This is an optimization exercise on Yosys and OpenROAD, whose aim is small area and a short achievable clock period, not a production implementation.
At most, simulation tests tie the RTL to the original design; equivalence was not proved.

## Subsystem
module Subsystem
          (clk,
           reset_x,
           clk_enable,
           in1,
           ce_out,
           Out1,
           Out2);
  input   clk;
  input   reset_x;
  input   clk_enable;
  input   signed [15:0] in1;
  output  ce_out;
  output  signed [15:0] Out1;
  output  signed [3:0] Out2;
  logic [15:0] enc_x;       
  logic        enc_v;       
  logic [3:0]  enc_code;    
  logic        enc_vo;      
  logic [6:0]  enc_idx;     
  logic [15:0] enc_pre;     
  logic [14:0] es;
  step_rom enc_rom (.idx(enc_idx), .step(es));
  logic [15:0] s0, sh1, sh2, sh3;    
  assign s0  = {1'b0, es};
  assign sh1 = {2'b0, es[14:1]};
  assign sh2 = {3'b0, es[14:2]};
  assign sh3 = {4'b0, es[14:3]};
  logic [16:0] e, em1;
  pfa2 #(17) u_e (.a({enc_x[15], enc_x}), .b(~{enc_pre[15], enc_pre}), .s0(em1), .s1(e));
  logic sgn;
  assign sgn = e[16];
  logic [15:0] nm;
  assign nm = sgn ? em1[15:0] : ~e[15:0];
  logic c1, c2, c3, c4, c5, c6, c7;
  logic k1, k2, k4;
  pco #(16) u_c1 (.a(nm), .b(sh2), .co(k1));
  pco #(16) u_c2 (.a(nm), .b(sh1), .co(k2));
  pco #(16) u_c4 (.a(nm), .b(s0),  .co(k4));
  assign c1 = ~k1;
  assign c2 = ~k2;
  assign c4 = ~k4;
  logic [15:0] sa, ca, sb, cb, sc, cc, sd, cd;
  logic        ka, kb, kc, kd;
  csa #(16) u_ra (.a(nm), .b(s0),  .c(sh2), .s(sa), .cy(ca));           
  pco #(16) u_c5 (.a(sa), .b({ca[14:0], 1'b0}), .co(ka));
  assign c5 = ~(ka | ca[15]);
  csa #(16) u_rb (.a(sa), .b({ca[14:0], 1'b0}), .c(sh1), .s(sb), .cy(cb));  
  pco #(16) u_c7 (.a(sb), .b({cb[14:0], 1'b0}), .co(kb));
  ...
make LEC_CHECK=0 ABC_AREA=1 CAP_MARGIN=20 CORE_MARGIN=2 CORE_UTILIZATION=40 SETUP_SLACK_MARGIN=5 SLEW_MARGIN=20 finish   # period 15.0 ns
run.sh (not shown) runs the stock make flow with config.mk's settings and CLKGATE_MAP_FILE= SYNTH_SCRIPT=/design/flow/synth_recipe.tcl, a recipe that flattens the netlist after the stock synthesis.
Change:
- SETUP_SLACK_MARGIN: 5 -> not set
What happened:
- final area goes down by about 0.7%
- cell count barely changes
- core utilization shrinks by 0.31 points
- setup slack degrades by 0.63 ns
- wire length decreases by about 0.8%
- global-route usage is unchanged
- count of clock-buffer cells in the layout is unchanged
- synthesized cell count stays the same
- hold slack stays flat
- non-clock buffer count decreases by 6
Function was not checked in any run of this note: the RTL went through the layout flow alone.


== job 4086 ==
Subsystem, a different RTL version from the one above (not shown whole).
Size: about 2,300 cells after synthesis, roughly 74 flip-flops, ~40 I/O pins, about 15,000 um^2 of cells after synthesis.
==> flow/config.mk <==
export PLATFORM = sky130hd
export DESIGN_NAME = Subsystem
export DESIGN_NICKNAME = Subsystem
export VERILOG_FILES = /design/flow/design.v
export SDC_FILE = /design/flow/constraint.sdc
export NUM_CORES = 4
export LEC_CHECK = 0
export ABC_AREA = 1
export CAP_MARGIN = 50
export CORE_MARGIN = 2
export CORE_UTILIZATION = 55
export SETUP_SLACK_MARGIN = 5
export SLEW_MARGIN = 70
==> flow/constraint.sdc <==
create_clock -name core_clock -period 15.0 [get_ports {clk}]
set_input_delay 3.0000 -clock core_clock [delete_from_list [all_inputs] [get_ports {clk}]]
set_output_delay 3.0000 -clock core_clock [all_outputs]
set_load 0.01 [all_outputs]
The final layout from job 4086, which completed every stage, passed the timing, design-rule and antenna checks at the end of the flow.
Edits applied to the flow inputs when going from job 4086 to job 4192:
diff --git a/flow/config.mk b/flow/config.mk
--- a/flow/config.mk
+++ b/flow/config.mk
@@ -8,6 +8,6 @@
 export ABC_AREA = 1
-export CAP_MARGIN = 50
+export CAP_MARGIN = 80
 export CORE_MARGIN = 2
-export CORE_UTILIZATION = 55
+export CORE_UTILIZATION = 40
 export SETUP_SLACK_MARGIN = 5
-export SLEW_MARGIN = 70
+export SLEW_MARGIN = 90
==> notes.md <==
Number of buffers added by the clock tree synthesis step came out exactly the same in job 4086 and job 4192. Job 4192 vs. job 4086: cell area after placement +11,000 um^2; placed cell count has increased. Job 4192: it failed during global routing, and the tool reported GRT-0232.
Here is what was changed in the inputs of job 2867 compared with job 4192.
diff --git a/flow/config.mk b/flow/config.mk
--- a/flow/config.mk
+++ b/flow/config.mk
@@ -8,3 +8,3 @@
 export ABC_AREA = 1
-export CAP_MARGIN = 80
+export CAP_MARGIN = 50
 export CORE_MARGIN = 2
@@ -12,2 +12,2 @@
 export SETUP_SLACK_MARGIN = 5
-export SLEW_MARGIN = 90
+export SLEW_MARGIN = 70
### Flow results
- Compared with job 4192, in job 2867 worst slack after detailed placement increased 13,920 ps, total of cells resized after clock tree synthesis decreased 625, post-CTS repair timing setup buffer count decreased 152, area fraction in compound gates after synthesis essentially unchanged, count of state elements after synthesis essentially unchanged.
- In the tables for job 2867 and job 4192, total instance count after detailed placement reads lower with job 2867.
- Job 2867: no failed stages, no open violations at the end


## indigo
Subsystem again, from the RTL that the note above started with.
Design Subsystem, start of the top module:
module Subsystem
          (clk,
           reset_x,
           clk_enable,
           in1,
           ce_out,
           Out1,
           Out2);
Settings: LEC_CHECK=0, ABC_AREA=1, CAP_MARGIN=60, CORE_MARGIN=2, CORE_UTILIZATION=40, SETUP_SLACK_MARGIN=5, SLEW_MARGIN=80; clock period 15.0 ns.
indigo ended with every stage complete and zero timing, DRC or antenna violations.
Relative to indigo, the following input files were edited for umber:
Settings: SLEW_MARGIN changed from 80 to 70; PLACE_DENSITY newly set to 0.7; CAP_MARGIN changed from 60 to 50; CORE_UTILIZATION changed from 40 to 65.
### Flow results
umber: flow completed, timing, DRC and antenna clean. In umber the number of iterations in the first detailed-routing pass turned out 4 higher than in indigo. Taking umber as 1.0, indigo lands at 0.884 on largest net degree at the start of global routing. | synthesis-to-finish area growth | higher: indigo |. indigo → umber: clock-buffer cell count decreased by 1 relative to the old numbers; final instance area now smaller; overall fraction of global-route tracks in use higher; wire length shows an increase of about 1.7%.
Modified inputs, garnet compared to umber
Settings: SLEW_MARGIN: 70 -> 20; CAP_MARGIN: 50 -> 20; PLACE_DENSITY: 0.7 -> unset; CORE_UTILIZATION: 65 -> 40.
[summary]
- Lower length in cells of the worst reg-to-reg path goes to garnet over umber.
- Of garnet and umber, garnet shows the higher post-layout minimum cycle time, with umber below it.
- garnet went all the way through the flow, and no timing, DRC or antenna check failed.
- [garnet vs umber] total half-perimeter wirelength after legalization and detailed placement: higher in garnet
- Between garnet and umber, the difference in final instance area is negligible.

## separate check: timing with driven ports
The results above use ideal ports. As a check the final layouts listed here were re-extracted and re-timed, cells and wires unchanged. Step 1 sets driving cells, clkbuf_16 on the clock port and buf_2 on the other inputs (assumed; they add their load-dependent delay and slew). Step 2 adds t to the input delays and takes it off the output delays; t is the mean of the earliest and latest rising clock arrival at the registers after step 1. Input paths then give back, and output paths get back, about the clock's delay inside the block. Slacks: ideal / step 1 / step 2; pairs: ideal / step 1.
run | shift t [ns] | slack for setup (ns) | worst setup path after step 2 | latest minus earliest clock arrival (ns)
the first run of note 1 | 0.387 | 5.748 / 5.748 / 5.748 | register to register | 0.012 / 0.011
the second run of note 1 | 0.389 | 5.123 / 5.123 / 5.123 | register to register | 0.011 / 0.011
job 4086 | 0.402 | 6.871 / 6.871 / 6.871 | register to register | 0.026 / 0.026
job 2867 | 0.402 | 6.841 / 6.841 / 6.841 | register to register | 0.012 / 0.012
indigo | 0.402 | 7.131 / 7.131 / 7.131 | register to register | 0.016 / 0.016
umber | 0.398 | 6.658 / 6.658 / 6.658 | register to register | 0.022 / 0.021
garnet | 0.396 | 6.339 / 6.339 / 6.339 | register to register | 0.011 / 0.011
After both steps every run listed still meets setup and hold.
